This design comes from an exercise in tuning for small area on the open sky130 flow, not from production work.
In this exercise RTL edits were held to simulation tests only and were not proved equivalent to the original.
Power is estimated from default activity; no workload was simulated.

==> flow/design.v (outline; a module is shown in full before it is edited, if it fits) <==
// module dsel_cell: 7 lines
// module fa_cell: 6 lines
// module nand3_cell: 5 lines
// module or2_cell: 5 lines
// module sel2_cell: 5 lines
// module sel3_cell: 5 lines
// module threea_cell: 5 lines
// module xnor2_cell: 5 lines
// module xor2_cell: 5 lines
// module sparse_matrix_mul: 1935 lines
module sparse_matrix_mul(clk,m1i1,m1i2,m1i3,m1i4,m2c1,m2c2,m2c3,m2c4,m2c5, m2c6, m2c7, m2c8, m2c9, m2c10, m2c11, m2c12, m2c13, m2c14, m2c15, m2c16, f11, f12, f13, f14, f21, f22, f23, f24, f31, f32, f33, f34, f41, f42, f43, f44, o1,o2,o3,o4);
  // ...
==> flow/run.sh <==
#!/bin/bash
# synth_recipe.tcl (not shown) runs the flow's synth.tcl, then flattens the netlist and writes it again
# the make line also repeats each setting of config.mk as NAME=value (left out here)
make -C /OpenROAD-flow-scripts/flow DESIGN_CONFIG=/design/flow/config.mk WORK_HOME=/design/flow/orfs CLKGATE_MAP_FILE= SYNTH_SCRIPT=/design/flow/synth_recipe.tcl finish
==> flow/config.mk <==
export PLATFORM = sky130hd
export DESIGN_NAME = sparse_matrix_mul
export DESIGN_NICKNAME = sparse_matrix_mul
export VERILOG_FILES = /design/flow/design.v
export SDC_FILE = /design/flow/constraint.sdc
export NUM_CORES = 4
export LEC_CHECK = 0
export CAP_MARGIN = 20
export CORE_MARGIN = 2
export CORE_UTILIZATION = 40
export SLEW_MARGIN = 20
export SYNTH_HIERARCHICAL = 1
==> flow/constraint.sdc <==
create_clock -name core_clock -period 5.0 [get_ports {clk}]
set_input_delay 1.0000 -clock core_clock [delete_from_list [all_inputs] [get_ports {clk}]]
set_output_delay 1.0000 -clock core_clock [all_outputs]
set_load 0.01 [all_outputs]
==> summary.txt, run 1 <==
Layout non-clock buf frac -> 0.211
Synthesis Warnings -> 7
DP Area -> 0.0181 sq mm
Layout Utilization -> 0.567
fin worst setup slack -> 0.134 ns
Hold Vio Cnt, Final -> 0
cells along the critical path -> clkdlybuf4s50_1, buf_4, ha_1, buf_4, nor2_1, a21oi_4, a222oi_1, fa_1, fa_1, fa_2, fa_2, fa_2, xnor2_1
fin. max-slew vios -> 0
slew margin rel. -> 0.395
status -> finished clean
Power Dens Cells -> 324 mW/mm^2
CP Capture Type -> flop
HPWL Detailed -> 34900 um
Reg area -> 0.00280 sq mm
Switch Pwr -> 2.27 mW
Clk. pwr -> 1.18 mW
clk cell area share -> 0.0286
Net Sw Frac -> 0.367
slowest CP cell -> fa_1
total die area -> 0.0356 sq mm
most frequent cells in the layout -> 249 x buf_4, 240 x a222oi_1, 199 x clkdlybuf4s50_1
Pwr Total -> 6.18 mW
Total Wirelength -> 45200 um
Multi-In Gates -> 1016
Syn Inst Count -> 1208
WL met3 -> 3740 um
Worst Path Arrival -> 5.19 ns
core area -> 0.0336 sq mm
total grt overflow -> 0
Min-Delay Path Class -> flop to flop
width of the die -> 189 um
top layer in use -> met5
Combinational Power -> 3.12 mW
stages on the worst setup path -> 13
post-CTS setup buffers -> 14
clock root buffer -> clkbuf_16
Worst Hold Margin -> 0.419 ns
first-pass GRT wire length -> 71200 um
==> run 2: changes to the inputs <==
--- a/flow/design.v
+++ b/flow/design.v
@@ -1,8 +1,18 @@
+module a21o_cell(a1, a2, b1, y);
+  input a1, a2, b1;
+  output y;
+  assign y = (a1 & a2) | b1;
+endmodule
+module and2_cell(a, b, y);
+  input a, b;
+  output y;
+  assign y = a & b;
+endmodule
 module dsel_cell(lo, hi, f, s1, s2, s3);
   input lo, hi, f;
   output s1, s2, s3;
   assign s1 = f & lo & ~hi;
   assign s2 = f & ~lo & hi;
   assign s3 = f & lo & hi;
 endmodule
 module fa_cell(a, b, c, s, co);
@@ -26,37 +36,128 @@
   output y;
   assign y = ~((s1 | s2) & x);
 endmodule
 module sel3_cell(s1, x1, s2, x2, s3, x3, y);
   input s1, x1, s2, x2, s3, x3;
   output y;
   assign y = ~((s1 & x1) | (s2 & x2) | (s3 & x3));
 endmodule
-module threea_cell(a, t);
-  input [7:0] a;
-  output [7:0] t;
-  assign t = a + {a[6:0], 1'b0};
-endmodule
 module xnor2_cell(a, b, y);
   input a, b;
   output y;
   assign y = ~(a ^ b);
 endmodule
 module xor2_cell(a, b, y);
   input a, b;
   output y;
   assign y = a ^ b;
 endmodule
 module sparse_matrix_mul(clk,m1i1,m1i2,m1i3,m1i4,m2c1,m2c2,m2c3,m2c4,m2c5, m2c6, m2c7, m2c8, m2c9, m2c10, m2c11, m2c12, m2c13, m2c14, m2c15, m2c16, f11, f12, f13, f14, f21, f22, f23, f24, f31, f32, f33, f34, f41, f42, f43, f44, o1,o2,o3,o4);
 input clk;
 input [7:0] m1i1,m1i2,m1i3,m1i4;
 input [7:0] m2c1,m2c2,m2c3,m2c4,m2c5,m2c6,m2c7,m2c8,m2c9,m2c10,m2c11,m2c12,m2c13,m2c14,m2c15,m2c16;
 input f11, f12, f13, f14, f21, f22, f23, f24, f31, f32, f33, f34, f41, f42, f43, f44;
-output [8:0] o1,o2,o3,o4;
+output reg [8:0] o1,o2,o3,o4;
+wire t1_1;
+wire t1_2;
+wire t1_3;
+wire t1_4;
+wire t1_5;
+wire t1_6;
+wire t1_7;
+wire t1_8;
+wire t1_9;
+wire t1_10;
+wire t1_11;
+wire t1_12;
+wire t1_13;
+wire t1_14;
+wire t1_15;
+wire t1_16;
+wire t1_17;
+wire t1_18;
+wire t1_19;
+wire t1_20;
+wire t1_21;
+wire t1_22;
+wire t1_23;
+wire t1_24;
+wire t2_1;
+wire t2_2;
+wire t2_3;
+wire t2_4;
+wire t2_5;
+wire t2_6;
+wire t2_7;
+wire t2_8;
+wire t2_9;
+wire t2_10;
+wire t2_11;
+wire t2_12;
+wire t2_13;
+wire t2_14;
+wire t2_15;
+wire t2_16;
+wire t2_17;
+wire t2_18;
+wire t2_19;
+wire t2_20;
+wire t2_21;
+wire t2_22;
+wire t2_23;
+wire t2_24;
+wire t3_1;
+wire t3_2;
+wire t3_3;
+wire t3_4;
+wire t3_5;
+wire t3_6;
+wire t3_7;
+wire t3_8;
+wire t3_9;
+wire t3_10;
+wire t3_11;
+wire t3_12;
+wire t3_13;
+wire t3_14;
+wire t3_15;
+wire t3_16;
+wire t3_17;
+wire t3_18;
+wire t3_19;
+wire t3_20;
+wire t3_21;
+wire t3_22;
+wire t3_23;
+wire t3_24;
+wire t4_1;
+wire t4_2;
+wire t4_3;
+wire t4_4;
+wire t4_5;
+wire t4_6;
+wire t4_7;
+wire t4_8;
+wire t4_9;
+wire t4_10;
+wire t4_11;
+wire t4_12;
+wire t4_13;
+wire t4_14;
+wire t4_15;
+wire t4_16;
+wire t4_17;
+wire t4_18;
+wire t4_19;
+wire t4_20;
+wire t4_21;
+wire t4_22;
+wire t4_23;
+wire t4_24;
 wire p11_1;
 wire p11_2;
 wire p11_3;
 wire p11_4;
 wire p11_5;
 wire p11_6;
 wire p11_7;
 wire p11_8;
@@ -1127,24 +1228,116 @@
 wire p44_65;
 wire p44_66;
 wire p44_67;
 wire p44_68;
 wire p44_69;
 wire p44_70;
 wire p44_71;
 wire p44_72;
-wire [7:0] t1;
-threea_cell u_t1(m1i1, t1);   
-wire [7:0] t2;
-threea_cell u_t2(m1i2, t2);   
-wire [7:0] t3;
-threea_cell u_t3(m1i3, t3);   
-wire [7:0] t4;
-threea_cell u_t4(m1i4, t4);   
+wire [7:0] t1 = {t1_24, t1_20, t1_16, t1_12, t1_8, t1_4, t1_1, m1i1[0]};   
+wire [7:0] t2 = {t2_24, t2_20, t2_16, t2_12, t2_8, t2_4, t2_1, m1i2[0]};   
+wire [7:0] t3 = {t3_24, t3_20, t3_16, t3_12, t3_8, t3_4, t3_1, m1i3[0]};   
+wire [7:0] t4 = {t4_24, t4_20, t4_16, t4_12, t4_8, t4_4, t4_1, m1i4[0]};   
+  xor2_cell u_t1_1(m1i1[1], m1i1[0], t1_1);
+  and2_cell u_t1_2(m1i1[1], m1i1[0], t1_2);
+  xor2_cell u_t1_3(m1i1[2], m1i1[1], t1_3);
+  xor2_cell u_t1_4(t1_3, t1_2, t1_4);
+  and2_cell u_t1_5(m1i1[2], m1i1[1], t1_5);
+  a21o_cell u_t1_6(t1_3, t1_2, t1_5, t1_6);
+  xor2_cell u_t1_7(m1i1[3], m1i1[2], t1_7);
+  xor2_cell u_t1_8(t1_7, t1_6, t1_8);
+  and2_cell u_t1_9(m1i1[3], m1i1[2], t1_9);
+  a21o_cell u_t1_10(t1_7, t1_6, t1_9, t1_10);
+  xor2_cell u_t1_11(m1i1[4], m1i1[3], t1_11);
+  xor2_cell u_t1_12(t1_11, t1_10, t1_12);
+  and2_cell u_t1_13(m1i1[4], m1i1[3], t1_13);
+  a21o_cell u_t1_14(t1_11, t1_10, t1_13, t1_14);
+  xor2_cell u_t1_15(m1i1[5], m1i1[4], t1_15);
+  xor2_cell u_t1_16(t1_15, t1_14, t1_16);
+  and2_cell u_t1_17(m1i1[5], m1i1[4], t1_17);
+  a21o_cell u_t1_18(t1_15, t1_14, t1_17, t1_18);
+  xor2_cell u_t1_19(m1i1[6], m1i1[5], t1_19);
+  xor2_cell u_t1_20(t1_19, t1_18, t1_20);
+  and2_cell u_t1_21(m1i1[6], m1i1[5], t1_21);
+  a21o_cell u_t1_22(t1_19, t1_18, t1_21, t1_22);
+  xor2_cell u_t1_23(m1i1[7], m1i1[6], t1_23);
+  xor2_cell u_t1_24(t1_23, t1_22, t1_24);
+  xor2_cell u_t2_1(m1i2[1], m1i2[0], t2_1);
+  and2_cell u_t2_2(m1i2[1], m1i2[0], t2_2);
+  xor2_cell u_t2_3(m1i2[2], m1i2[1], t2_3);
+  xor2_cell u_t2_4(t2_3, t2_2, t2_4);
+  and2_cell u_t2_5(m1i2[2], m1i2[1], t2_5);
+  a21o_cell u_t2_6(t2_3, t2_2, t2_5, t2_6);
+  xor2_cell u_t2_7(m1i2[3], m1i2[2], t2_7);
+  xor2_cell u_t2_8(t2_7, t2_6, t2_8);
+  and2_cell u_t2_9(m1i2[3], m1i2[2], t2_9);
+  a21o_cell u_t2_10(t2_7, t2_6, t2_9, t2_10);
+  xor2_cell u_t2_11(m1i2[4], m1i2[3], t2_11);
+  xor2_cell u_t2_12(t2_11, t2_10, t2_12);
+  and2_cell u_t2_13(m1i2[4], m1i2[3], t2_13);
+  a21o_cell u_t2_14(t2_11, t2_10, t2_13, t2_14);
+  xor2_cell u_t2_15(m1i2[5], m1i2[4], t2_15);
+  xor2_cell u_t2_16(t2_15, t2_14, t2_16);
+  and2_cell u_t2_17(m1i2[5], m1i2[4], t2_17);
+  a21o_cell u_t2_18(t2_15, t2_14, t2_17, t2_18);
+  xor2_cell u_t2_19(m1i2[6], m1i2[5], t2_19);
+  xor2_cell u_t2_20(t2_19, t2_18, t2_20);
+  and2_cell u_t2_21(m1i2[6], m1i2[5], t2_21);
+  a21o_cell u_t2_22(t2_19, t2_18, t2_21, t2_22);
+  xor2_cell u_t2_23(m1i2[7], m1i2[6], t2_23);
+  xor2_cell u_t2_24(t2_23, t2_22, t2_24);
+  xor2_cell u_t3_1(m1i3[1], m1i3[0], t3_1);
+  and2_cell u_t3_2(m1i3[1], m1i3[0], t3_2);
+  xor2_cell u_t3_3(m1i3[2], m1i3[1], t3_3);
+  xor2_cell u_t3_4(t3_3, t3_2, t3_4);
+  and2_cell u_t3_5(m1i3[2], m1i3[1], t3_5);
+  a21o_cell u_t3_6(t3_3, t3_2, t3_5, t3_6);
+  xor2_cell u_t3_7(m1i3[3], m1i3[2], t3_7);
+  xor2_cell u_t3_8(t3_7, t3_6, t3_8);
+  and2_cell u_t3_9(m1i3[3], m1i3[2], t3_9);
+  a21o_cell u_t3_10(t3_7, t3_6, t3_9, t3_10);
+  xor2_cell u_t3_11(m1i3[4], m1i3[3], t3_11);
+  xor2_cell u_t3_12(t3_11, t3_10, t3_12);
+  and2_cell u_t3_13(m1i3[4], m1i3[3], t3_13);
+  a21o_cell u_t3_14(t3_11, t3_10, t3_13, t3_14);
+  xor2_cell u_t3_15(m1i3[5], m1i3[4], t3_15);
+  xor2_cell u_t3_16(t3_15, t3_14, t3_16);
+  and2_cell u_t3_17(m1i3[5], m1i3[4], t3_17);
+  a21o_cell u_t3_18(t3_15, t3_14, t3_17, t3_18);
+  xor2_cell u_t3_19(m1i3[6], m1i3[5], t3_19);
+  xor2_cell u_t3_20(t3_19, t3_18, t3_20);
+  and2_cell u_t3_21(m1i3[6], m1i3[5], t3_21);
+  a21o_cell u_t3_22(t3_19, t3_18, t3_21, t3_22);
+  xor2_cell u_t3_23(m1i3[7], m1i3[6], t3_23);
+  xor2_cell u_t3_24(t3_23, t3_22, t3_24);
+  xor2_cell u_t4_1(m1i4[1], m1i4[0], t4_1);
+  and2_cell u_t4_2(m1i4[1], m1i4[0], t4_2);
+  xor2_cell u_t4_3(m1i4[2], m1i4[1], t4_3);
+  xor2_cell u_t4_4(t4_3, t4_2, t4_4);
+  and2_cell u_t4_5(m1i4[2], m1i4[1], t4_5);
+  a21o_cell u_t4_6(t4_3, t4_2, t4_5, t4_6);
+  xor2_cell u_t4_7(m1i4[3], m1i4[2], t4_7);
+  xor2_cell u_t4_8(t4_7, t4_6, t4_8);
+  and2_cell u_t4_9(m1i4[3], m1i4[2], t4_9);
+  a21o_cell u_t4_10(t4_7, t4_6, t4_9, t4_10);
+  xor2_cell u_t4_11(m1i4[4], m1i4[3], t4_11);
+  xor2_cell u_t4_12(t4_11, t4_10, t4_12);
+  and2_cell u_t4_13(m1i4[4], m1i4[3], t4_13);
+  a21o_cell u_t4_14(t4_11, t4_10, t4_13, t4_14);
+  xor2_cell u_t4_15(m1i4[5], m1i4[4], t4_15);
+  xor2_cell u_t4_16(t4_15, t4_14, t4_16);
+  and2_cell u_t4_17(m1i4[5], m1i4[4], t4_17);
+  a21o_cell u_t4_18(t4_15, t4_14, t4_17, t4_18);
+  xor2_cell u_t4_19(m1i4[6], m1i4[5], t4_19);
+  xor2_cell u_t4_20(t4_19, t4_18, t4_20);
+  and2_cell u_t4_21(m1i4[6], m1i4[5], t4_21);
+  a21o_cell u_t4_22(t4_19, t4_18, t4_21, t4_22);
+  xor2_cell u_t4_23(m1i4[7], m1i4[6], t4_23);
+  xor2_cell u_t4_24(t4_23, t4_22, t4_24);
   dsel_cell u_p11_1(m2c1[0], m2c1[1], f11, p11_1, p11_2, p11_3);
   sel2_cell u_p11_4(p11_1, p11_3, m1i1[0], p11_4);
   sel3_cell u_p11_5(p11_1, m1i1[1], p11_2, m1i1[0], p11_3, t1[1], p11_5);
   sel3_cell u_p11_6(p11_1, m1i1[2], p11_2, m1i1[1], p11_3, t1[2], p11_6);
   sel3_cell u_p11_7(p11_1, m1i1[3], p11_2, m1i1[2], p11_3, t1[3], p11_7);
   sel3_cell u_p11_8(p11_1, m1i1[4], p11_2, m1i1[3], p11_3, t1[4], p11_8);
   sel3_cell u_p11_9(p11_1, m1i1[5], p11_2, m1i1[4], p11_3, t1[5], p11_9);
   sel3_cell u_p11_10(p11_1, m1i1[6], p11_2, m1i1[5], p11_3, t1[6], p11_10);
@@ -1174,18 +1367,18 @@
   fa_cell u_p11_41(p11_36, p11_39, p11_38, p11_41, p11_42);
   fa_cell u_p11_43(p11_28, p11_26, p11_19, p11_43, p11_44);
   fa_cell u_p11_45(p11_10, p11_43, p11_40, p11_45, p11_46);
   xnor2_cell u_p11_47(p11_45, p11_42, p11_47);
   or2_cell u_p11_48(p11_45, p11_42, p11_48);
   xor2_cell u_p11_49(p11_29, p11_30, p11_49);
   xor2_cell u_p11_50(p11_49, p11_27, p11_50);
   xor2_cell u_p11_51(p11_50, p11_20, p11_51);
-  xor2_cell u_p11_52(p11_51, p11_11, p11_52);
-  xor2_cell u_p11_53(p11_44, p11_52, p11_53);
+  xor2_cell u_p11_52(p11_44, p11_51, p11_52);
+  xor2_cell u_p11_53(p11_11, p11_52, p11_53);
   xor2_cell u_p11_54(p11_53, p11_46, p11_54);
   xnor2_cell u_p11_55(p11_54, p11_48, p11_55);
   dsel_cell u_p12_1(m2c2[0], m2c2[1], f12, p12_1, p12_2, p12_3);
   sel2_cell u_p12_4(p12_1, p12_3, m1i1[0], p12_4);
   sel3_cell u_p12_5(p12_1, m1i1[1], p12_2, m1i1[0], p12_3, t1[1], p12_5);
   sel3_cell u_p12_6(p12_1, m1i1[2], p12_2, m1i1[1], p12_3, t1[2], p12_6);
   sel3_cell u_p12_7(p12_1, m1i1[3], p12_2, m1i1[2], p12_3, t1[3], p12_7);
   sel3_cell u_p12_8(p12_1, m1i1[4], p12_2, m1i1[3], p12_3, t1[4], p12_8);
@@ -1217,18 +1410,18 @@
   fa_cell u_p12_41(p12_36, p12_39, p12_38, p12_41, p12_42);
   fa_cell u_p12_43(p12_28, p12_26, p12_19, p12_43, p12_44);
   fa_cell u_p12_45(p12_10, p12_43, p12_40, p12_45, p12_46);
   xnor2_cell u_p12_47(p12_45, p12_42, p12_47);
   or2_cell u_p12_48(p12_45, p12_42, p12_48);
   xor2_cell u_p12_49(p12_29, p12_30, p12_49);
   xor2_cell u_p12_50(p12_49, p12_27, p12_50);
   xor2_cell u_p12_51(p12_50, p12_20, p12_51);
-  xor2_cell u_p12_52(p12_51, p12_11, p12_52);
-  xor2_cell u_p12_53(p12_44, p12_52, p12_53);
+  xor2_cell u_p12_52(p12_44, p12_51, p12_52);
+  xor2_cell u_p12_53(p12_11, p12_52, p12_53);
   xor2_cell u_p12_54(p12_53, p12_46, p12_54);
   xnor2_cell u_p12_55(p12_54, p12_48, p12_55);
   dsel_cell u_p13_1(m2c3[0], m2c3[1], f13, p13_1, p13_2, p13_3);
   sel2_cell u_p13_4(p13_1, p13_3, m1i1[0], p13_4);
   sel3_cell u_p13_5(p13_1, m1i1[1], p13_2, m1i1[0], p13_3, t1[1], p13_5);
   sel3_cell u_p13_6(p13_1, m1i1[2], p13_2, m1i1[1], p13_3, t1[2], p13_6);
   sel3_cell u_p13_7(p13_1, m1i1[3], p13_2, m1i1[2], p13_3, t1[3], p13_7);
   sel3_cell u_p13_8(p13_1, m1i1[4], p13_2, m1i1[3], p13_3, t1[4], p13_8);
@@ -1260,18 +1453,18 @@
   fa_cell u_p13_41(p13_36, p13_39, p13_38, p13_41, p13_42);
   fa_cell u_p13_43(p13_28, p13_26, p13_19, p13_43, p13_44);
   fa_cell u_p13_45(p13_10, p13_43, p13_40, p13_45, p13_46);
   xnor2_cell u_p13_47(p13_45, p13_42, p13_47);
   or2_cell u_p13_48(p13_45, p13_42, p13_48);
   xor2_cell u_p13_49(p13_29, p13_30, p13_49);
   xor2_cell u_p13_50(p13_49, p13_27, p13_50);
   xor2_cell u_p13_51(p13_50, p13_20, p13_51);
-  xor2_cell u_p13_52(p13_51, p13_11, p13_52);
-  xor2_cell u_p13_53(p13_44, p13_52, p13_53);
+  xor2_cell u_p13_52(p13_44, p13_51, p13_52);
+  xor2_cell u_p13_53(p13_11, p13_52, p13_53);
   xor2_cell u_p13_54(p13_53, p13_46, p13_54);
   xnor2_cell u_p13_55(p13_54, p13_48, p13_55);
   dsel_cell u_p14_1(m2c4[0], m2c4[1], f14, p14_1, p14_2, p14_3);
   sel2_cell u_p14_4(p14_1, p14_3, m1i1[0], p14_4);
   sel3_cell u_p14_5(p14_1, m1i1[1], p14_2, m1i1[0], p14_3, t1[1], p14_5);
   sel3_cell u_p14_6(p14_1, m1i1[2], p14_2, m1i1[1], p14_3, t1[2], p14_6);
   sel3_cell u_p14_7(p14_1, m1i1[3], p14_2, m1i1[2], p14_3, t1[3], p14_7);
   sel3_cell u_p14_8(p14_1, m1i1[4], p14_2, m1i1[3], p14_3, t1[4], p14_8);
@@ -1303,18 +1496,18 @@
   fa_cell u_p14_41(p14_36, p14_39, p14_38, p14_41, p14_42);
   fa_cell u_p14_43(p14_28, p14_26, p14_19, p14_43, p14_44);
   fa_cell u_p14_45(p14_10, p14_43, p14_40, p14_45, p14_46);
   xnor2_cell u_p14_47(p14_45, p14_42, p14_47);
   or2_cell u_p14_48(p14_45, p14_42, p14_48);
   xor2_cell u_p14_49(p14_29, p14_30, p14_49);
   xor2_cell u_p14_50(p14_49, p14_27, p14_50);
   xor2_cell u_p14_51(p14_50, p14_20, p14_51);
-  xor2_cell u_p14_52(p14_51, p14_11, p14_52);
-  xor2_cell u_p14_53(p14_44, p14_52, p14_53);
+  xor2_cell u_p14_52(p14_44, p14_51, p14_52);
+  xor2_cell u_p14_53(p14_11, p14_52, p14_53);
   xor2_cell u_p14_54(p14_53, p14_46, p14_54);
   xnor2_cell u_p14_55(p14_54, p14_48, p14_55);
   dsel_cell u_p21_1(m2c5[0], m2c5[1], f21, p21_1, p21_2, p21_3);
   sel2_cell u_p21_4(p21_1, p21_3, m1i2[0], p21_4);
   sel3_cell u_p21_5(p21_1, m1i2[1], p21_2, m1i2[0], p21_3, t2[1], p21_5);
   sel3_cell u_p21_6(p21_1, m1i2[2], p21_2, m1i2[1], p21_3, t2[2], p21_6);
   sel3_cell u_p21_7(p21_1, m1i2[3], p21_2, m1i2[2], p21_3, t2[3], p21_7);
   sel3_cell u_p21_8(p21_1, m1i2[4], p21_2, m1i2[3], p21_3, t2[4], p21_8);
@@ -1346,25 +1539,25 @@
   fa_cell u_p21_41(p21_36, p21_39, p21_38, p21_41, p21_42);
   fa_cell u_p21_43(p21_28, p21_26, p21_19, p21_43, p21_44);
   fa_cell u_p21_45(p21_10, p21_43, p21_40, p21_45, p21_46);
   xnor2_cell u_p21_47(p21_45, p21_42, p21_47);
   or2_cell u_p21_48(p21_45, p21_42, p21_48);
   xor2_cell u_p21_49(p21_29, p21_30, p21_49);
   xor2_cell u_p21_50(p21_49, p21_27, p21_50);
   xor2_cell u_p21_51(p21_50, p21_20, p21_51);
-  xor2_cell u_p21_52(p21_51, p21_11, p21_52);
-  xor2_cell u_p21_53(p21_44, p21_52, p21_53);
+  xor2_cell u_p21_52(p21_44, p21_51, p21_52);
+  xor2_cell u_p21_53(p21_11, p21_52, p21_53);
   xor2_cell u_p21_54(p21_53, p21_46, p21_54);
   xnor2_cell u_p21_55(p21_54, p21_48, p21_55);
   xnor2_cell u_p21_56(s11[0], p21_4, p21_56);
   or2_cell u_p21_57(s11[0], p21_4, p21_57);
-  fa_cell u_p21_58(s11[1], p21_57, p21_5, p21_58, p21_59);
-  fa_cell u_p21_60(s11[2], p21_59, p21_31, p21_60, p21_61);
-  fa_cell u_p21_62(s11[3], p21_61, p21_33, p21_62, p21_63);
+  fa_cell u_p21_58(s11[1], p21_5, p21_57, p21_58, p21_59);
+  fa_cell u_p21_60(s11[2], p21_31, p21_59, p21_60, p21_61);
+  fa_cell u_p21_62(s11[3], p21_33, p21_61, p21_62, p21_63);
   fa_cell u_p21_64(s11[4], p21_37, p21_63, p21_64, p21_65);
   fa_cell u_p21_66(s11[5], p21_41, p21_65, p21_66, p21_67);
   fa_cell u_p21_68(s11[6], p21_47, p21_67, p21_68, p21_69);
   fa_cell u_p21_70(s11[7], p21_55, p21_69, p21_70, p21_71);
   dsel_cell u_p22_1(m2c6[0], m2c6[1], f22, p22_1, p22_2, p22_3);
   sel2_cell u_p22_4(p22_1, p22_3, m1i2[0], p22_4);
   sel3_cell u_p22_5(p22_1, m1i2[1], p22_2, m1i2[0], p22_3, t2[1], p22_5);
   sel3_cell u_p22_6(p22_1, m1i2[2], p22_2, m1i2[1], p22_3, t2[2], p22_6);
@@ -1398,25 +1591,25 @@
   fa_cell u_p22_41(p22_36, p22_39, p22_38, p22_41, p22_42);
   fa_cell u_p22_43(p22_28, p22_26, p22_19, p22_43, p22_44);
   fa_cell u_p22_45(p22_10, p22_43, p22_40, p22_45, p22_46);
   xnor2_cell u_p22_47(p22_45, p22_42, p22_47);
   or2_cell u_p22_48(p22_45, p22_42, p22_48);
   xor2_cell u_p22_49(p22_29, p22_30, p22_49);
   xor2_cell u_p22_50(p22_49, p22_27, p22_50);
   xor2_cell u_p22_51(p22_50, p22_20, p22_51);
-  xor2_cell u_p22_52(p22_51, p22_11, p22_52);
-  xor2_cell u_p22_53(p22_44, p22_52, p22_53);
+  xor2_cell u_p22_52(p22_44, p22_51, p22_52);
+  xor2_cell u_p22_53(p22_11, p22_52, p22_53);
   xor2_cell u_p22_54(p22_53, p22_46, p22_54);
   xnor2_cell u_p22_55(p22_54, p22_48, p22_55);
   xnor2_cell u_p22_56(s12[0], p22_4, p22_56);
   or2_cell u_p22_57(s12[0], p22_4, p22_57);
-  fa_cell u_p22_58(s12[1], p22_57, p22_5, p22_58, p22_59);
-  fa_cell u_p22_60(s12[2], p22_59, p22_31, p22_60, p22_61);
-  fa_cell u_p22_62(s12[3], p22_61, p22_33, p22_62, p22_63);
+  fa_cell u_p22_58(s12[1], p22_5, p22_57, p22_58, p22_59);
+  fa_cell u_p22_60(s12[2], p22_31, p22_59, p22_60, p22_61);
+  fa_cell u_p22_62(s12[3], p22_33, p22_61, p22_62, p22_63);
   fa_cell u_p22_64(s12[4], p22_37, p22_63, p22_64, p22_65);
   fa_cell u_p22_66(s12[5], p22_41, p22_65, p22_66, p22_67);
   fa_cell u_p22_68(s12[6], p22_47, p22_67, p22_68, p22_69);
   fa_cell u_p22_70(s12[7], p22_55, p22_69, p22_70, p22_71);
   dsel_cell u_p23_1(m2c7[0], m2c7[1], f23, p23_1, p23_2, p23_3);
   sel2_cell u_p23_4(p23_1, p23_3, m1i2[0], p23_4);
   sel3_cell u_p23_5(p23_1, m1i2[1], p23_2, m1i2[0], p23_3, t2[1], p23_5);
   sel3_cell u_p23_6(p23_1, m1i2[2], p23_2, m1i2[1], p23_3, t2[2], p23_6);
@@ -1450,25 +1643,25 @@
   fa_cell u_p23_41(p23_36, p23_39, p23_38, p23_41, p23_42);
   fa_cell u_p23_43(p23_28, p23_26, p23_19, p23_43, p23_44);
   fa_cell u_p23_45(p23_10, p23_43, p23_40, p23_45, p23_46);
   xnor2_cell u_p23_47(p23_45, p23_42, p23_47);
   or2_cell u_p23_48(p23_45, p23_42, p23_48);
   xor2_cell u_p23_49(p23_29, p23_30, p23_49);
   xor2_cell u_p23_50(p23_49, p23_27, p23_50);
   xor2_cell u_p23_51(p23_50, p23_20, p23_51);
-  xor2_cell u_p23_52(p23_51, p23_11, p23_52);
-  xor2_cell u_p23_53(p23_44, p23_52, p23_53);
+  xor2_cell u_p23_52(p23_44, p23_51, p23_52);
+  xor2_cell u_p23_53(p23_11, p23_52, p23_53);
   xor2_cell u_p23_54(p23_53, p23_46, p23_54);
   xnor2_cell u_p23_55(p23_54, p23_48, p23_55);
   xnor2_cell u_p23_56(s13[0], p23_4, p23_56);
   or2_cell u_p23_57(s13[0], p23_4, p23_57);
-  fa_cell u_p23_58(s13[1], p23_57, p23_5, p23_58, p23_59);
-  fa_cell u_p23_60(s13[2], p23_59, p23_31, p23_60, p23_61);
-  fa_cell u_p23_62(s13[3], p23_61, p23_33, p23_62, p23_63);
+  fa_cell u_p23_58(s13[1], p23_5, p23_57, p23_58, p23_59);
+  fa_cell u_p23_60(s13[2], p23_31, p23_59, p23_60, p23_61);
+  fa_cell u_p23_62(s13[3], p23_33, p23_61, p23_62, p23_63);
   fa_cell u_p23_64(s13[4], p23_37, p23_63, p23_64, p23_65);
   fa_cell u_p23_66(s13[5], p23_41, p23_65, p23_66, p23_67);
   fa_cell u_p23_68(s13[6], p23_47, p23_67, p23_68, p23_69);
   fa_cell u_p23_70(s13[7], p23_55, p23_69, p23_70, p23_71);
   dsel_cell u_p24_1(m2c8[0], m2c8[1], f24, p24_1, p24_2, p24_3);
   sel2_cell u_p24_4(p24_1, p24_3, m1i2[0], p24_4);
   sel3_cell u_p24_5(p24_1, m1i2[1], p24_2, m1i2[0], p24_3, t2[1], p24_5);
   sel3_cell u_p24_6(p24_1, m1i2[2], p24_2, m1i2[1], p24_3, t2[2], p24_6);
@@ -1502,25 +1695,25 @@
   fa_cell u_p24_41(p24_36, p24_39, p24_38, p24_41, p24_42);
   fa_cell u_p24_43(p24_28, p24_26, p24_19, p24_43, p24_44);
   fa_cell u_p24_45(p24_10, p24_43, p24_40, p24_45, p24_46);
   xnor2_cell u_p24_47(p24_45, p24_42, p24_47);
   or2_cell u_p24_48(p24_45, p24_42, p24_48);
   xor2_cell u_p24_49(p24_29, p24_30, p24_49);
   xor2_cell u_p24_50(p24_49, p24_27, p24_50);
   xor2_cell u_p24_51(p24_50, p24_20, p24_51);
-  xor2_cell u_p24_52(p24_51, p24_11, p24_52);
-  xor2_cell u_p24_53(p24_44, p24_52, p24_53);
+  xor2_cell u_p24_52(p24_44, p24_51, p24_52);
+  xor2_cell u_p24_53(p24_11, p24_52, p24_53);
   xor2_cell u_p24_54(p24_53, p24_46, p24_54);
   xnor2_cell u_p24_55(p24_54, p24_48, p24_55);
   xnor2_cell u_p24_56(s14[0], p24_4, p24_56);
   or2_cell u_p24_57(s14[0], p24_4, p24_57);
-  fa_cell u_p24_58(s14[1], p24_57, p24_5, p24_58, p24_59);
-  fa_cell u_p24_60(s14[2], p24_59, p24_31, p24_60, p24_61);
-  fa_cell u_p24_62(s14[3], p24_61, p24_33, p24_62, p24_63);
+  fa_cell u_p24_58(s14[1], p24_5, p24_57, p24_58, p24_59);
+  fa_cell u_p24_60(s14[2], p24_31, p24_59, p24_60, p24_61);
+  fa_cell u_p24_62(s14[3], p24_33, p24_61, p24_62, p24_63);
   fa_cell u_p24_64(s14[4], p24_37, p24_63, p24_64, p24_65);
   fa_cell u_p24_66(s14[5], p24_41, p24_65, p24_66, p24_67);
   fa_cell u_p24_68(s14[6], p24_47, p24_67, p24_68, p24_69);
   fa_cell u_p24_70(s14[7], p24_55, p24_69, p24_70, p24_71);
   dsel_cell u_p31_1(m2c9[0], m2c9[1], f31, p31_1, p31_2, p31_3);
   sel2_cell u_p31_4(p31_1, p31_3, m1i3[0], p31_4);
   sel3_cell u_p31_5(p31_1, m1i3[1], p31_2, m1i3[0], p31_3, t3[1], p31_5);
   sel3_cell u_p31_6(p31_1, m1i3[2], p31_2, m1i3[1], p31_3, t3[2], p31_6);
@@ -1554,25 +1747,25 @@
   fa_cell u_p31_41(p31_36, p31_39, p31_38, p31_41, p31_42);
   fa_cell u_p31_43(p31_28, p31_26, p31_19, p31_43, p31_44);
   fa_cell u_p31_45(p31_10, p31_43, p31_40, p31_45, p31_46);
   xnor2_cell u_p31_47(p31_45, p31_42, p31_47);
   or2_cell u_p31_48(p31_45, p31_42, p31_48);
   xor2_cell u_p31_49(p31_29, p31_30, p31_49);
   xor2_cell u_p31_50(p31_49, p31_27, p31_50);
   xor2_cell u_p31_51(p31_50, p31_20, p31_51);
-  xor2_cell u_p31_52(p31_51, p31_11, p31_52);
-  xor2_cell u_p31_53(p31_44, p31_52, p31_53);
+  xor2_cell u_p31_52(p31_44, p31_51, p31_52);
+  xor2_cell u_p31_53(p31_11, p31_52, p31_53);
   xor2_cell u_p31_54(p31_53, p31_46, p31_54);
   xnor2_cell u_p31_55(p31_54, p31_48, p31_55);
   xnor2_cell u_p31_56(s21[0], p31_4, p31_56);
   or2_cell u_p31_57(s21[0], p31_4, p31_57);
-  fa_cell u_p31_58(s21[1], p31_57, p31_5, p31_58, p31_59);
-  fa_cell u_p31_60(s21[2], p31_59, p31_31, p31_60, p31_61);
-  fa_cell u_p31_62(s21[3], p31_61, p31_33, p31_62, p31_63);
+  fa_cell u_p31_58(s21[1], p31_5, p31_57, p31_58, p31_59);
+  fa_cell u_p31_60(s21[2], p31_31, p31_59, p31_60, p31_61);
+  fa_cell u_p31_62(s21[3], p31_33, p31_61, p31_62, p31_63);
   fa_cell u_p31_64(s21[4], p31_37, p31_63, p31_64, p31_65);
   fa_cell u_p31_66(s21[5], p31_41, p31_65, p31_66, p31_67);
   fa_cell u_p31_68(s21[6], p31_47, p31_67, p31_68, p31_69);
   fa_cell u_p31_70(s21[7], p31_55, p31_69, p31_70, p31_71);
   xnor2_cell u_p31_72(s21[8], p31_71, p31_72);
   dsel_cell u_p32_1(m2c10[0], m2c10[1], f32, p32_1, p32_2, p32_3);
   sel2_cell u_p32_4(p32_1, p32_3, m1i3[0], p32_4);
   sel3_cell u_p32_5(p32_1, m1i3[1], p32_2, m1i3[0], p32_3, t3[1], p32_5);
@@ -1607,25 +1800,25 @@
   fa_cell u_p32_41(p32_36, p32_39, p32_38, p32_41, p32_42);
   fa_cell u_p32_43(p32_28, p32_26, p32_19, p32_43, p32_44);
   fa_cell u_p32_45(p32_10, p32_43, p32_40, p32_45, p32_46);
   xnor2_cell u_p32_47(p32_45, p32_42, p32_47);
   or2_cell u_p32_48(p32_45, p32_42, p32_48);
   xor2_cell u_p32_49(p32_29, p32_30, p32_49);
   xor2_cell u_p32_50(p32_49, p32_27, p32_50);
   xor2_cell u_p32_51(p32_50, p32_20, p32_51);
-  xor2_cell u_p32_52(p32_51, p32_11, p32_52);
-  xor2_cell u_p32_53(p32_44, p32_52, p32_53);
+  xor2_cell u_p32_52(p32_44, p32_51, p32_52);
+  xor2_cell u_p32_53(p32_11, p32_52, p32_53);
   xor2_cell u_p32_54(p32_53, p32_46, p32_54);
   xnor2_cell u_p32_55(p32_54, p32_48, p32_55);
   xnor2_cell u_p32_56(s22[0], p32_4, p32_56);
   or2_cell u_p32_57(s22[0], p32_4, p32_57);
-  fa_cell u_p32_58(s22[1], p32_57, p32_5, p32_58, p32_59);
-  fa_cell u_p32_60(s22[2], p32_59, p32_31, p32_60, p32_61);
-  fa_cell u_p32_62(s22[3], p32_61, p32_33, p32_62, p32_63);
+  fa_cell u_p32_58(s22[1], p32_5, p32_57, p32_58, p32_59);
+  fa_cell u_p32_60(s22[2], p32_31, p32_59, p32_60, p32_61);
+  fa_cell u_p32_62(s22[3], p32_33, p32_61, p32_62, p32_63);
   fa_cell u_p32_64(s22[4], p32_37, p32_63, p32_64, p32_65);
   fa_cell u_p32_66(s22[5], p32_41, p32_65, p32_66, p32_67);
   fa_cell u_p32_68(s22[6], p32_47, p32_67, p32_68, p32_69);
   fa_cell u_p32_70(s22[7], p32_55, p32_69, p32_70, p32_71);
   xnor2_cell u_p32_72(s22[8], p32_71, p32_72);
   dsel_cell u_p33_1(m2c11[0], m2c11[1], f33, p33_1, p33_2, p33_3);
   sel2_cell u_p33_4(p33_1, p33_3, m1i3[0], p33_4);
   sel3_cell u_p33_5(p33_1, m1i3[1], p33_2, m1i3[0], p33_3, t3[1], p33_5);
@@ -1660,25 +1853,25 @@
   fa_cell u_p33_41(p33_36, p33_39, p33_38, p33_41, p33_42);
   fa_cell u_p33_43(p33_28, p33_26, p33_19, p33_43, p33_44);
   fa_cell u_p33_45(p33_10, p33_43, p33_40, p33_45, p33_46);
   xnor2_cell u_p33_47(p33_45, p33_42, p33_47);
   or2_cell u_p33_48(p33_45, p33_42, p33_48);
   xor2_cell u_p33_49(p33_29, p33_30, p33_49);
   xor2_cell u_p33_50(p33_49, p33_27, p33_50);
   xor2_cell u_p33_51(p33_50, p33_20, p33_51);
-  xor2_cell u_p33_52(p33_51, p33_11, p33_52);
-  xor2_cell u_p33_53(p33_44, p33_52, p33_53);
+  xor2_cell u_p33_52(p33_44, p33_51, p33_52);
+  xor2_cell u_p33_53(p33_11, p33_52, p33_53);
   xor2_cell u_p33_54(p33_53, p33_46, p33_54);
   xnor2_cell u_p33_55(p33_54, p33_48, p33_55);
   xnor2_cell u_p33_56(s23[0], p33_4, p33_56);
   or2_cell u_p33_57(s23[0], p33_4, p33_57);
-  fa_cell u_p33_58(s23[1], p33_57, p33_5, p33_58, p33_59);
-  fa_cell u_p33_60(s23[2], p33_59, p33_31, p33_60, p33_61);
-  fa_cell u_p33_62(s23[3], p33_61, p33_33, p33_62, p33_63);
+  fa_cell u_p33_58(s23[1], p33_5, p33_57, p33_58, p33_59);
+  fa_cell u_p33_60(s23[2], p33_31, p33_59, p33_60, p33_61);
+  fa_cell u_p33_62(s23[3], p33_33, p33_61, p33_62, p33_63);
   fa_cell u_p33_64(s23[4], p33_37, p33_63, p33_64, p33_65);
   fa_cell u_p33_66(s23[5], p33_41, p33_65, p33_66, p33_67);
   fa_cell u_p33_68(s23[6], p33_47, p33_67, p33_68, p33_69);
   fa_cell u_p33_70(s23[7], p33_55, p33_69, p33_70, p33_71);
   xnor2_cell u_p33_72(s23[8], p33_71, p33_72);
   dsel_cell u_p34_1(m2c12[0], m2c12[1], f34, p34_1, p34_2, p34_3);
   sel2_cell u_p34_4(p34_1, p34_3, m1i3[0], p34_4);
   sel3_cell u_p34_5(p34_1, m1i3[1], p34_2, m1i3[0], p34_3, t3[1], p34_5);
@@ -1713,25 +1906,25 @@
   fa_cell u_p34_41(p34_36, p34_39, p34_38, p34_41, p34_42);
   fa_cell u_p34_43(p34_28, p34_26, p34_19, p34_43, p34_44);
   fa_cell u_p34_45(p34_10, p34_43, p34_40, p34_45, p34_46);
   xnor2_cell u_p34_47(p34_45, p34_42, p34_47);
   or2_cell u_p34_48(p34_45, p34_42, p34_48);
   xor2_cell u_p34_49(p34_29, p34_30, p34_49);
   xor2_cell u_p34_50(p34_49, p34_27, p34_50);
   xor2_cell u_p34_51(p34_50, p34_20, p34_51);
-  xor2_cell u_p34_52(p34_51, p34_11, p34_52);
-  xor2_cell u_p34_53(p34_44, p34_52, p34_53);
+  xor2_cell u_p34_52(p34_44, p34_51, p34_52);
+  xor2_cell u_p34_53(p34_11, p34_52, p34_53);
   xor2_cell u_p34_54(p34_53, p34_46, p34_54);
   xnor2_cell u_p34_55(p34_54, p34_48, p34_55);
   xnor2_cell u_p34_56(s24[0], p34_4, p34_56);
   or2_cell u_p34_57(s24[0], p34_4, p34_57);
-  fa_cell u_p34_58(s24[1], p34_57, p34_5, p34_58, p34_59);
-  fa_cell u_p34_60(s24[2], p34_59, p34_31, p34_60, p34_61);
-  fa_cell u_p34_62(s24[3], p34_61, p34_33, p34_62, p34_63);
+  fa_cell u_p34_58(s24[1], p34_5, p34_57, p34_58, p34_59);
+  fa_cell u_p34_60(s24[2], p34_31, p34_59, p34_60, p34_61);
+  fa_cell u_p34_62(s24[3], p34_33, p34_61, p34_62, p34_63);
   fa_cell u_p34_64(s24[4], p34_37, p34_63, p34_64, p34_65);
   fa_cell u_p34_66(s24[5], p34_41, p34_65, p34_66, p34_67);
   fa_cell u_p34_68(s24[6], p34_47, p34_67, p34_68, p34_69);
   fa_cell u_p34_70(s24[7], p34_55, p34_69, p34_70, p34_71);
   xnor2_cell u_p34_72(s24[8], p34_71, p34_72);
   dsel_cell u_p41_1(m2c13[0], m2c13[1], f41, p41_1, p41_2, p41_3);
   sel2_cell u_p41_4(p41_1, p41_3, m1i4[0], p41_4);
   sel3_cell u_p41_5(p41_1, m1i4[1], p41_2, m1i4[0], p41_3, t4[1], p41_5);
@@ -1766,30 +1959,30 @@
   fa_cell u_p41_41(p41_36, p41_39, p41_38, p41_41, p41_42);
   fa_cell u_p41_43(p41_28, p41_26, p41_19, p41_43, p41_44);
   fa_cell u_p41_45(p41_10, p41_43, p41_40, p41_45, p41_46);
   xnor2_cell u_p41_47(p41_45, p41_42, p41_47);
   or2_cell u_p41_48(p41_45, p41_42, p41_48);
   xor2_cell u_p41_49(p41_29, p41_30, p41_49);
   xor2_cell u_p41_50(p41_49, p41_27, p41_50);
   xor2_cell u_p41_51(p41_50, p41_20, p41_51);
-  xor2_cell u_p41_52(p41_51, p41_11, p41_52);
-  xor2_cell u_p41_53(p41_44, p41_52, p41_53);
+  xor2_cell u_p41_52(p41_44, p41_51, p41_52);
+  xor2_cell u_p41_53(p41_11, p41_52, p41_53);
   xor2_cell u_p41_54(p41_53, p41_46, p41_54);
   xnor2_cell u_p41_55(p41_54, p41_48, p41_55);
-  xnor2_cell u_p41_56(s31[0], p41_4, p41_56);
+  xor2_cell u_p41_56(s31[0], p41_4, p41_56);
   or2_cell u_p41_57(s31[0], p41_4, p41_57);
-  fa_cell u_p41_58(s31[1], p41_57, p41_5, p41_58, p41_59);
-  fa_cell u_p41_60(s31[2], p41_59, p41_31, p41_60, p41_61);
-  fa_cell u_p41_62(s31[3], p41_61, p41_33, p41_62, p41_63);
+  fa_cell u_p41_58(s31[1], p41_5, p41_57, p41_58, p41_59);
+  fa_cell u_p41_60(s31[2], p41_31, p41_59, p41_60, p41_61);
+  fa_cell u_p41_62(s31[3], p41_33, p41_61, p41_62, p41_63);
   fa_cell u_p41_64(s31[4], p41_37, p41_63, p41_64, p41_65);
   fa_cell u_p41_66(s31[5], p41_41, p41_65, p41_66, p41_67);
   fa_cell u_p41_68(s31[6], p41_47, p41_67, p41_68, p41_69);
   fa_cell u_p41_70(s31[7], p41_55, p41_69, p41_70, p41_71);
-  xnor2_cell u_p41_72(s31[8], p41_71, p41_72);
+  xor2_cell u_p41_72(s31[8], p41_71, p41_72);
   dsel_cell u_p42_1(m2c14[0], m2c14[1], f42, p42_1, p42_2, p42_3);
   sel2_cell u_p42_4(p42_1, p42_3, m1i4[0], p42_4);
   sel3_cell u_p42_5(p42_1, m1i4[1], p42_2, m1i4[0], p42_3, t4[1], p42_5);
   sel3_cell u_p42_6(p42_1, m1i4[2], p42_2, m1i4[1], p42_3, t4[2], p42_6);
   sel3_cell u_p42_7(p42_1, m1i4[3], p42_2, m1i4[2], p42_3, t4[3], p42_7);
   sel3_cell u_p42_8(p42_1, m1i4[4], p42_2, m1i4[3], p42_3, t4[4], p42_8);
   sel3_cell u_p42_9(p42_1, m1i4[5], p42_2, m1i4[4], p42_3, t4[5], p42_9);
   sel3_cell u_p42_10(p42_1, m1i4[6], p42_2, m1i4[5], p42_3, t4[6], p42_10);
@@ -1819,30 +2012,30 @@
   fa_cell u_p42_41(p42_36, p42_39, p42_38, p42_41, p42_42);
   fa_cell u_p42_43(p42_28, p42_26, p42_19, p42_43, p42_44);
   fa_cell u_p42_45(p42_10, p42_43, p42_40, p42_45, p42_46);
   xnor2_cell u_p42_47(p42_45, p42_42, p42_47);
   or2_cell u_p42_48(p42_45, p42_42, p42_48);
   xor2_cell u_p42_49(p42_29, p42_30, p42_49);
   xor2_cell u_p42_50(p42_49, p42_27, p42_50);
   xor2_cell u_p42_51(p42_50, p42_20, p42_51);
-  xor2_cell u_p42_52(p42_51, p42_11, p42_52);
-  xor2_cell u_p42_53(p42_44, p42_52, p42_53);
+  xor2_cell u_p42_52(p42_44, p42_51, p42_52);
+  xor2_cell u_p42_53(p42_11, p42_52, p42_53);
   xor2_cell u_p42_54(p42_53, p42_46, p42_54);
   xnor2_cell u_p42_55(p42_54, p42_48, p42_55);
-  xnor2_cell u_p42_56(s32[0], p42_4, p42_56);
+  xor2_cell u_p42_56(s32[0], p42_4, p42_56);
   or2_cell u_p42_57(s32[0], p42_4, p42_57);
-  fa_cell u_p42_58(s32[1], p42_57, p42_5, p42_58, p42_59);
-  fa_cell u_p42_60(s32[2], p42_59, p42_31, p42_60, p42_61);
-  fa_cell u_p42_62(s32[3], p42_61, p42_33, p42_62, p42_63);
+  fa_cell u_p42_58(s32[1], p42_5, p42_57, p42_58, p42_59);
+  fa_cell u_p42_60(s32[2], p42_31, p42_59, p42_60, p42_61);
+  fa_cell u_p42_62(s32[3], p42_33, p42_61, p42_62, p42_63);
   fa_cell u_p42_64(s32[4], p42_37, p42_63, p42_64, p42_65);
   fa_cell u_p42_66(s32[5], p42_41, p42_65, p42_66, p42_67);
   fa_cell u_p42_68(s32[6], p42_47, p42_67, p42_68, p42_69);
   fa_cell u_p42_70(s32[7], p42_55, p42_69, p42_70, p42_71);
-  xnor2_cell u_p42_72(s32[8], p42_71, p42_72);
+  xor2_cell u_p42_72(s32[8], p42_71, p42_72);
   dsel_cell u_p43_1(m2c15[0], m2c15[1], f43, p43_1, p43_2, p43_3);
   sel2_cell u_p43_4(p43_1, p43_3, m1i4[0], p43_4);
   sel3_cell u_p43_5(p43_1, m1i4[1], p43_2, m1i4[0], p43_3, t4[1], p43_5);
   sel3_cell u_p43_6(p43_1, m1i4[2], p43_2, m1i4[1], p43_3, t4[2], p43_6);
   sel3_cell u_p43_7(p43_1, m1i4[3], p43_2, m1i4[2], p43_3, t4[3], p43_7);
   sel3_cell u_p43_8(p43_1, m1i4[4], p43_2, m1i4[3], p43_3, t4[4], p43_8);
   sel3_cell u_p43_9(p43_1, m1i4[5], p43_2, m1i4[4], p43_3, t4[5], p43_9);
   sel3_cell u_p43_10(p43_1, m1i4[6], p43_2, m1i4[5], p43_3, t4[6], p43_10);
@@ -1872,30 +2065,30 @@
   fa_cell u_p43_41(p43_36, p43_39, p43_38, p43_41, p43_42);
   fa_cell u_p43_43(p43_28, p43_26, p43_19, p43_43, p43_44);
   fa_cell u_p43_45(p43_10, p43_43, p43_40, p43_45, p43_46);
   xnor2_cell u_p43_47(p43_45, p43_42, p43_47);
   or2_cell u_p43_48(p43_45, p43_42, p43_48);
   xor2_cell u_p43_49(p43_29, p43_30, p43_49);
   xor2_cell u_p43_50(p43_49, p43_27, p43_50);
   xor2_cell u_p43_51(p43_50, p43_20, p43_51);
-  xor2_cell u_p43_52(p43_51, p43_11, p43_52);
-  xor2_cell u_p43_53(p43_44, p43_52, p43_53);
+  xor2_cell u_p43_52(p43_44, p43_51, p43_52);
+  xor2_cell u_p43_53(p43_11, p43_52, p43_53);
   xor2_cell u_p43_54(p43_53, p43_46, p43_54);
   xnor2_cell u_p43_55(p43_54, p43_48, p43_55);
-  xnor2_cell u_p43_56(s33[0], p43_4, p43_56);
+  xor2_cell u_p43_56(s33[0], p43_4, p43_56);
   or2_cell u_p43_57(s33[0], p43_4, p43_57);
-  fa_cell u_p43_58(s33[1], p43_57, p43_5, p43_58, p43_59);
-  fa_cell u_p43_60(s33[2], p43_59, p43_31, p43_60, p43_61);
-  fa_cell u_p43_62(s33[3], p43_61, p43_33, p43_62, p43_63);
+  fa_cell u_p43_58(s33[1], p43_5, p43_57, p43_58, p43_59);
+  fa_cell u_p43_60(s33[2], p43_31, p43_59, p43_60, p43_61);
+  fa_cell u_p43_62(s33[3], p43_33, p43_61, p43_62, p43_63);
   fa_cell u_p43_64(s33[4], p43_37, p43_63, p43_64, p43_65);
   fa_cell u_p43_66(s33[5], p43_41, p43_65, p43_66, p43_67);
   fa_cell u_p43_68(s33[6], p43_47, p43_67, p43_68, p43_69);
   fa_cell u_p43_70(s33[7], p43_55, p43_69, p43_70, p43_71);
-  xnor2_cell u_p43_72(s33[8], p43_71, p43_72);
+  xor2_cell u_p43_72(s33[8], p43_71, p43_72);
   dsel_cell u_p44_1(m2c16[0], m2c16[1], f44, p44_1, p44_2, p44_3);
   sel2_cell u_p44_4(p44_1, p44_3, m1i4[0], p44_4);
   sel3_cell u_p44_5(p44_1, m1i4[1], p44_2, m1i4[0], p44_3, t4[1], p44_5);
   sel3_cell u_p44_6(p44_1, m1i4[2], p44_2, m1i4[1], p44_3, t4[2], p44_6);
   sel3_cell u_p44_7(p44_1, m1i4[3], p44_2, m1i4[2], p44_3, t4[3], p44_7);
   sel3_cell u_p44_8(p44_1, m1i4[4], p44_2, m1i4[3], p44_3, t4[4], p44_8);
   sel3_cell u_p44_9(p44_1, m1i4[5], p44_2, m1i4[4], p44_3, t4[5], p44_9);
   sel3_cell u_p44_10(p44_1, m1i4[6], p44_2, m1i4[5], p44_3, t4[6], p44_10);
@@ -1925,30 +2118,30 @@
   fa_cell u_p44_41(p44_36, p44_39, p44_38, p44_41, p44_42);
   fa_cell u_p44_43(p44_28, p44_26, p44_19, p44_43, p44_44);
   fa_cell u_p44_45(p44_10, p44_43, p44_40, p44_45, p44_46);
   xnor2_cell u_p44_47(p44_45, p44_42, p44_47);
   or2_cell u_p44_48(p44_45, p44_42, p44_48);
   xor2_cell u_p44_49(p44_29, p44_30, p44_49);
   xor2_cell u_p44_50(p44_49, p44_27, p44_50);
   xor2_cell u_p44_51(p44_50, p44_20, p44_51);
-  xor2_cell u_p44_52(p44_51, p44_11, p44_52);
-  xor2_cell u_p44_53(p44_44, p44_52, p44_53);
+  xor2_cell u_p44_52(p44_44, p44_51, p44_52);
+  xor2_cell u_p44_53(p44_11, p44_52, p44_53);
   xor2_cell u_p44_54(p44_53, p44_46, p44_54);
   xnor2_cell u_p44_55(p44_54, p44_48, p44_55);
-  xnor2_cell u_p44_56(s34[0], p44_4, p44_56);
+  xor2_cell u_p44_56(s34[0], p44_4, p44_56);
   or2_cell u_p44_57(s34[0], p44_4, p44_57);
-  fa_cell u_p44_58(s34[1], p44_57, p44_5, p44_58, p44_59);
-  fa_cell u_p44_60(s34[2], p44_59, p44_31, p44_60, p44_61);
-  fa_cell u_p44_62(s34[3], p44_61, p44_33, p44_62, p44_63);
+  fa_cell u_p44_58(s34[1], p44_5, p44_57, p44_58, p44_59);
+  fa_cell u_p44_60(s34[2], p44_31, p44_59, p44_60, p44_61);
+  fa_cell u_p44_62(s34[3], p44_33, p44_61, p44_62, p44_63);
   fa_cell u_p44_64(s34[4], p44_37, p44_63, p44_64, p44_65);
   fa_cell u_p44_66(s34[5], p44_41, p44_65, p44_66, p44_67);
   fa_cell u_p44_68(s34[6], p44_47, p44_67, p44_68, p44_69);
   fa_cell u_p44_70(s34[7], p44_55, p44_69, p44_70, p44_71);
-  xnor2_cell u_p44_72(s34[8], p44_71, p44_72);
+  xor2_cell u_p44_72(s34[8], p44_71, p44_72);
 reg [7:0] s11;
 always @(posedge clk) s11 <= {p11_55, p11_47, p11_41, p11_37, p11_33, p11_31, p11_5, p11_4};
 reg [7:0] s12;
 always @(posedge clk) s12 <= {p12_55, p12_47, p12_41, p12_37, p12_33, p12_31, p12_5, p12_4};
 reg [7:0] s13;
 always @(posedge clk) s13 <= {p13_55, p13_47, p13_41, p13_37, p13_33, p13_31, p13_5, p13_4};
 reg [7:0] s14;
 always @(posedge clk) s14 <= {p14_55, p14_47, p14_41, p14_37, p14_33, p14_31, p14_5, p14_4};
@@ -1963,21 +2156,13 @@
 reg [8:0] s31;
 always @(posedge clk) s31 <= {p31_72, p31_70, p31_68, p31_66, p31_64, p31_62, p31_60, p31_58, p31_56};
 reg [8:0] s32;
 always @(posedge clk) s32 <= {p32_72, p32_70, p32_68, p32_66, p32_64, p32_62, p32_60, p32_58, p32_56};
 reg [8:0] s33;
 always @(posedge clk) s33 <= {p33_72, p33_70, p33_68, p33_66, p33_64, p33_62, p33_60, p33_58, p33_56};
 reg [8:0] s34;
 always @(posedge clk) s34 <= {p34_72, p34_70, p34_68, p34_66, p34_64, p34_62, p34_60, p34_58, p34_56};
-reg [8:0] s41;
-always @(posedge clk) s41 <= {p41_72, p41_70, p41_68, p41_66, p41_64, p41_62, p41_60, p41_58, p41_56};
-reg [8:0] s42;
-always @(posedge clk) s42 <= {p42_72, p42_70, p42_68, p42_66, p42_64, p42_62, p42_60, p42_58, p42_56};
-reg [8:0] s43;
-always @(posedge clk) s43 <= {p43_72, p43_70, p43_68, p43_66, p43_64, p43_62, p43_60, p43_58, p43_56};
-reg [8:0] s44;
-always @(posedge clk) s44 <= {p44_72, p44_70, p44_68, p44_66, p44_64, p44_62, p44_60, p44_58, p44_56};
-assign o1 = s41 ^ 9'd511;
-assign o2 = s42 ^ 9'd511;
-assign o3 = s43 ^ 9'd511;
-assign o4 = s44 ^ 9'd511;
+always @(posedge clk) o1 <= {p41_72, ~p41_70, ~p41_68, ~p41_66, ~p41_64, ~p41_62, ~p41_60, ~p41_58, p41_56};
+always @(posedge clk) o2 <= {p42_72, ~p42_70, ~p42_68, ~p42_66, ~p42_64, ~p42_62, ~p42_60, ~p42_58, p42_56};
+always @(posedge clk) o3 <= {p43_72, ~p43_70, ~p43_68, ~p43_66, ~p43_64, ~p43_62, ~p43_60, ~p43_58, p43_56};
+always @(posedge clk) o4 <= {p44_72, ~p44_70, ~p44_68, ~p44_66, ~p44_64, ~p44_62, ~p44_60, ~p44_58, p44_56};
 endmodule
==> flow/flow/run.sh (new file) <==
#!/bin/bash
# Standard ORFS layout (the standard.sh, unchanged) with two placement/CTS options:
#  - port buffers use the smallest buffer (buf_1) instead of buffer_ports' default pick
#  - CTS with clkbuf_8 and without dummy loads
set -euo pipefail
export BUFFER_PORTS_ARGS="-buffer_cell sky130_fd_sc_hd__buf_1"
export CTS_ARGS="-sink_clustering_enable -repair_clock_nets -buf_list sky130_fd_sc_hd__clkbuf_8 -dont_use_dummy_load"
bash standard.sh > standard.log 2>&1
==> flow/standard.sh (new file) <==
#!/bin/bash
# synth_recipe.tcl (not shown) runs the flow's synth.tcl, then flattens the netlist and writes it again
# the make line also repeats each setting of config.mk as NAME=value (left out here)
make -C /OpenROAD-flow-scripts/flow DESIGN_CONFIG=/design/flow/config.mk WORK_HOME=/design/flow/orfs CLKGATE_MAP_FILE= SYNTH_SCRIPT=/design/flow/synth_recipe.tcl "${@:-finish}"
==> flow/config.mk (replaced) <==
export PLATFORM = sky130hd
export DESIGN_NAME = sparse_matrix_mul
export DESIGN_NICKNAME = sparse_matrix_mul
export VERILOG_FILES = /design/flow/design.v
export SDC_FILE = /design/flow/constraint.sdc
export NUM_CORES = 4
export LEC_CHECK = 0
export CAP_MARGIN = 20
export CORE_MARGIN = 2
export CORE_UTILIZATION = 60
export GPL_TIMING_DRIVEN = 0
export SLEW_MARGIN = 20
export SYNTH_HIERARCHICAL = 1
removed: flow/run.sh
==> run 2 against run 1 <==
Compared with the run above:
- still clean
- global-route usage is 5.0 points higher
- sequential cell count did not move
- sequential power down 2%
- critical path depth unchanged
- core utilization up 13 points
- critical path type unchanged
- critical endpoint unchanged
- non-clock buffer count down 250
==> summary.txt, run 2 <==
status -> finished clean
Seq pwr share -> 0.372
synthesized flop and latch total -> 140
width of the die -> 153 um (-19%)
All-Layer GR Usage -> 0.304
Layout Utilization -> 0.694 (+0.127)
CP max stage delay -> 0.49 ns
die height -> 153 um
# H-tree levels -> 4
EDFF count, synth -> 0
total CTS buffers -> 17
GP Congestion -> 0.902
Rows -> 54
Seq/Total Area, Yosys -> 0.211
post-synth top area share -> 0.271
total vias in the final route -> 11600
crit start category -> input pin
Worst Max-Slew Pin Slew -> 1.16 ns
mapped cell area -> 0.0133 sq mm
most used cell along the critical path -> fa_1
static leakage -> 5.10 nW
multi-input logic area -> 0.0107 sq mm
hold path depth -> 1
VDD IR max -> 0.000177 V
critical path class -> input pin to flop
required time of the worst setup path -> 5.35 ns
Max-Cap Viols -> 0
Syn Area/Cell -> 11.4 sq um
fin crit period -> 4.91 ns
Post-CTS Hold Buffers -> 0
antenna violations before repair -> 2
slowest CP cell -> fa_1
Switch Pwr -> 2.00 mW (-12%)
post-route ant nets -> 0
clk slew on worst S/H paths -> 0.08 ns
top cells by count, synth -> 240 x a222oi_1, 180 x fa_1, 156 x xor2_1
DR WL/cell -> 21.6 um
Worst Skew -> 0.0256 ns
Total Wirelength -> 36100 um (-20%)
R2R setup slack -> 1.40 ns
Reg area -> 0.00280 sq mm (unchanged)
DR pass1 iterations -> 17
Area Overhead vs Synth -> 13.9%
fillcell total -> 1759
Reg-to-Reg End -> s33[8]
fin. max-slew vios -> 0 (unchanged)
r2r worst-path depth -> 9
Worst Hold Margin -> 0.407 ns (-0.0122 ns)
asr flop ratio synth -> 0
number of I/O port buffers -> 212
core area -> 0.0218 sq mm (-35%)
syn nets -> 1521
vias in the first global route -> 10700
Logic pwr share -> 0.496
Synth cell types -> 13
Synthesis Warnings -> 7 (unchanged)
ratio of final minimum period to clock period -> 0.982
cell-internal power -> 2.97 mW
Power Dens Cells -> 329 mW/mm^2 (+1.4%)
total grt overflow -> 0 (unchanged)
worst r2r src -> s23[0]
CTS tree -> built
post-synth top area cell -> fa_1
clock network fraction of total power -> 0.132
Hold Path Origin -> s22[8]
clk buf depth -> 2
slew margin rel. -> 0.226 (-0.169)
pin count of the biggest net entering global routing -> 35
ys flop type -> dfxtp_1
final-stage net count -> 1754
Max Fanout on Critical Path -> 32
Area contributors post-synth -> fa_1 27%, dfxtp_1 21%, a222oi_1 18%
DRC violations left -> 0
Max Freq -> 204 MHz
Hold Vio Cnt, Final -> 0 (unchanged)
most common cell after layout, fill and taps aside -> a222oi_1
Worst Path Arrival -> 5.25 ns (+0.06 ns)
Syn Inst Count -> 1164 (-3.6%)
total die area -> 0.0234 sq mm (-34%)
Hold Path End -> s32[8]
cells along the critical path -> buf_8, and2_2, a21o_4, a21o_1, a21o_1, xor2_4, a222oi_1, fa_1, fa_1, fa_1, fa_1, fa_1, xnor2_2
Initial DRC Count -> 2768
most instantiated library cell after synthesis -> a222oi_1
Via density -> 6.91
share of cells above drive strength 1 -> 0.0824
HPWL Detailed -> 26700 um (-23%)
final setup vio count -> 0
IO Pins -> 213
clock root buffer -> clkbuf_8
CTS sink cnt -> 140
first-pass GRT wire length -> 56900 um (-20%)
Min-Delay Path Class -> flop to flop
clk latency of the worst-skew pair -> 0.45 ns
Initial Utilization -> 0.610
CP Capture Type -> flop
Net Sw Frac -> 0.403 (+0.0359)
most frequent cells in the layout -> 240 x a222oi_1, 194 x buf_1, 178 x fa_1
-- run 2: per-module statistics from Yosys, one instance, submodules excluded --
module,copies in the design,flip-flops and latches,cells,area (sq um)
sparse_matrix_mul,1,140,168,2910
sel3_cell,240,0,1,10.0
xor2_cell,156,0,1,8.76
xnor2_cell,76,0,1,8.76
or2_cell,60,0,1,6.26
sel2_cell,48,0,1,5.00
fa_cell,180,0,1,20.0
dsel_cell,48,0,3,25.0
a21o_cell,20,0,1,7.51
and2_cell,24,0,1,6.26
nand3_cell,48,0,1,5.00
-- run 2: worst max-delay path by stage --
stage,slack (ns),depth (start not counted),end,startpoint
finish,0.09,13,s33[8],m1i3[1]
global route,-0.009,11,s21[7],m1i2[3]
CTS,0.002,11,s33[8],m1i3[4]
detailed placement,-1.13,11,o3[8],m1i4[3]
global placement,-1.65,12,o4[8],m1i4[0]
floorplan,0.17,11,o1[8],m1i4[1]
-- run 2: area by class of cell --
cell class	count	area share
Antenna cell	2	0.000330
Clock buffer	17	0.0154
Inverter	28	0.00694
Multi-Input combinational cell	996	0.709
Sequential cell	140	0.185
Tap cell	280	0.0231
Timing Repair Buffer	214	0.0598
-- run 2: cell families (layout without fill, tap and decap cells) --
| kind of cell | after synthesis | after routing | synth area share |
|---|---|---|---|
| other cells | 0 | 2 | 0 |
| buf+inv | 28 | 259 | 0.00790 |
| compound gates | 308 | 308 | 0.210 |
| fa+ha+maj | 180 | 180 | 0.271 |
| xor+xnor | 232 | 232 | 0.153 |
| simple gates | 276 | 276 | 0.148 |
| flops | 140 | 140 | 0.211 |
-- run 2: per-stage QoR --
| step | total power, mW | setup TNS [ns] | instances | setup slack, ns | cell area, sq um |
|---|---|---|---|---|---|
| 5_1_grt | 5.40 | -0.00856 | 1675 | -0.00856 | 15100 |
| 3_5_place_dp | 4.30 | -35.74 | 1657 | -1.13 | 14500 |
| 2_1_floorplan | 3.43 | 0 | 1164 | 0.175 | 13300 |
| 6_report | 4.98 | 0 | 1677 | 0.0923 | 15100 |
| 4_1_cts | 5.00 | 0 | 1674 | 0.00174 | 15000 |
| 3_3_place_gp | 4.23 | -66.57 | 1656 | -1.65 | 14400 |
-- run 2: power by group through the flow --
stage	clock network (mW)	logic (mW)	registers, mW
after floorplan	0	1.53	1.91
after CTS	0.683	2.46	1.86
after global placement	0	2.35	1.88
after global routing	0.723	2.78	1.90
final	0.656	2.47	1.85
after detailed placement	0	2.41	1.89
-- run 2: critical path: cells and delay by family --
family,cells,cell delay [ns]
xor gates and xnor gates,2,0.41
and+or+nand+nor,1,0.26
buffers and inverters,1,0.16
adders and majority gates,5,2.23
AOI/OAI and AO/OA,4,1.18
-- run 2: routing by layer --
layer | vias to the layer above | track usage | wire length [um]
met5 | - | 0 | 0
met4 | 0 | 0.0873 | 822
met3 | 60 | 0.0479 | 3590
met2 | 770 | 0.496 | 17400
met1 | 5589 | 0.425 | 14300
li1 | 5167 | - | -
-- run 2: what timing repair did --
action	CTS	global route
buffers inserted	0	1
gates resized for setup	43	38
pin swaps	0	11
hold endpoints to repair	0	0
setup endpoints to repair	36	24

==> re-timing with driven ports <==
Ports are ideal in the flow. The routed layouts listed here were re-timed in OpenROAD.
Step 1 assumes that a clkbuf_16 drives the clock port and a buf_2 every other input.
Step 2 moves the port delays by t, midway between the first and last clock arrival at a register: inputs arrive t later, outputs are due t later. That takes back most of the time a late clock gives input paths.
Slacks: no drivers / after step 1 / after step 2; pairs: no drivers / after step 1.
run	t, ns	setup WS [ns]	worst slew at a driven data input, ns	cell pins on the clock port's net
run 1	0.485	0.134 / 0.160 / -0.326	0.12	1
run 2	0.485	0.092 / 0.099 / -0.386	0.09	1
With both steps, setup timing fails in run 1 and run 2, where it was met with ideal ports. The setup slack of run 2, which loses most, moves by +0.007 ns with the drivers and by -0.478 ns with both steps.
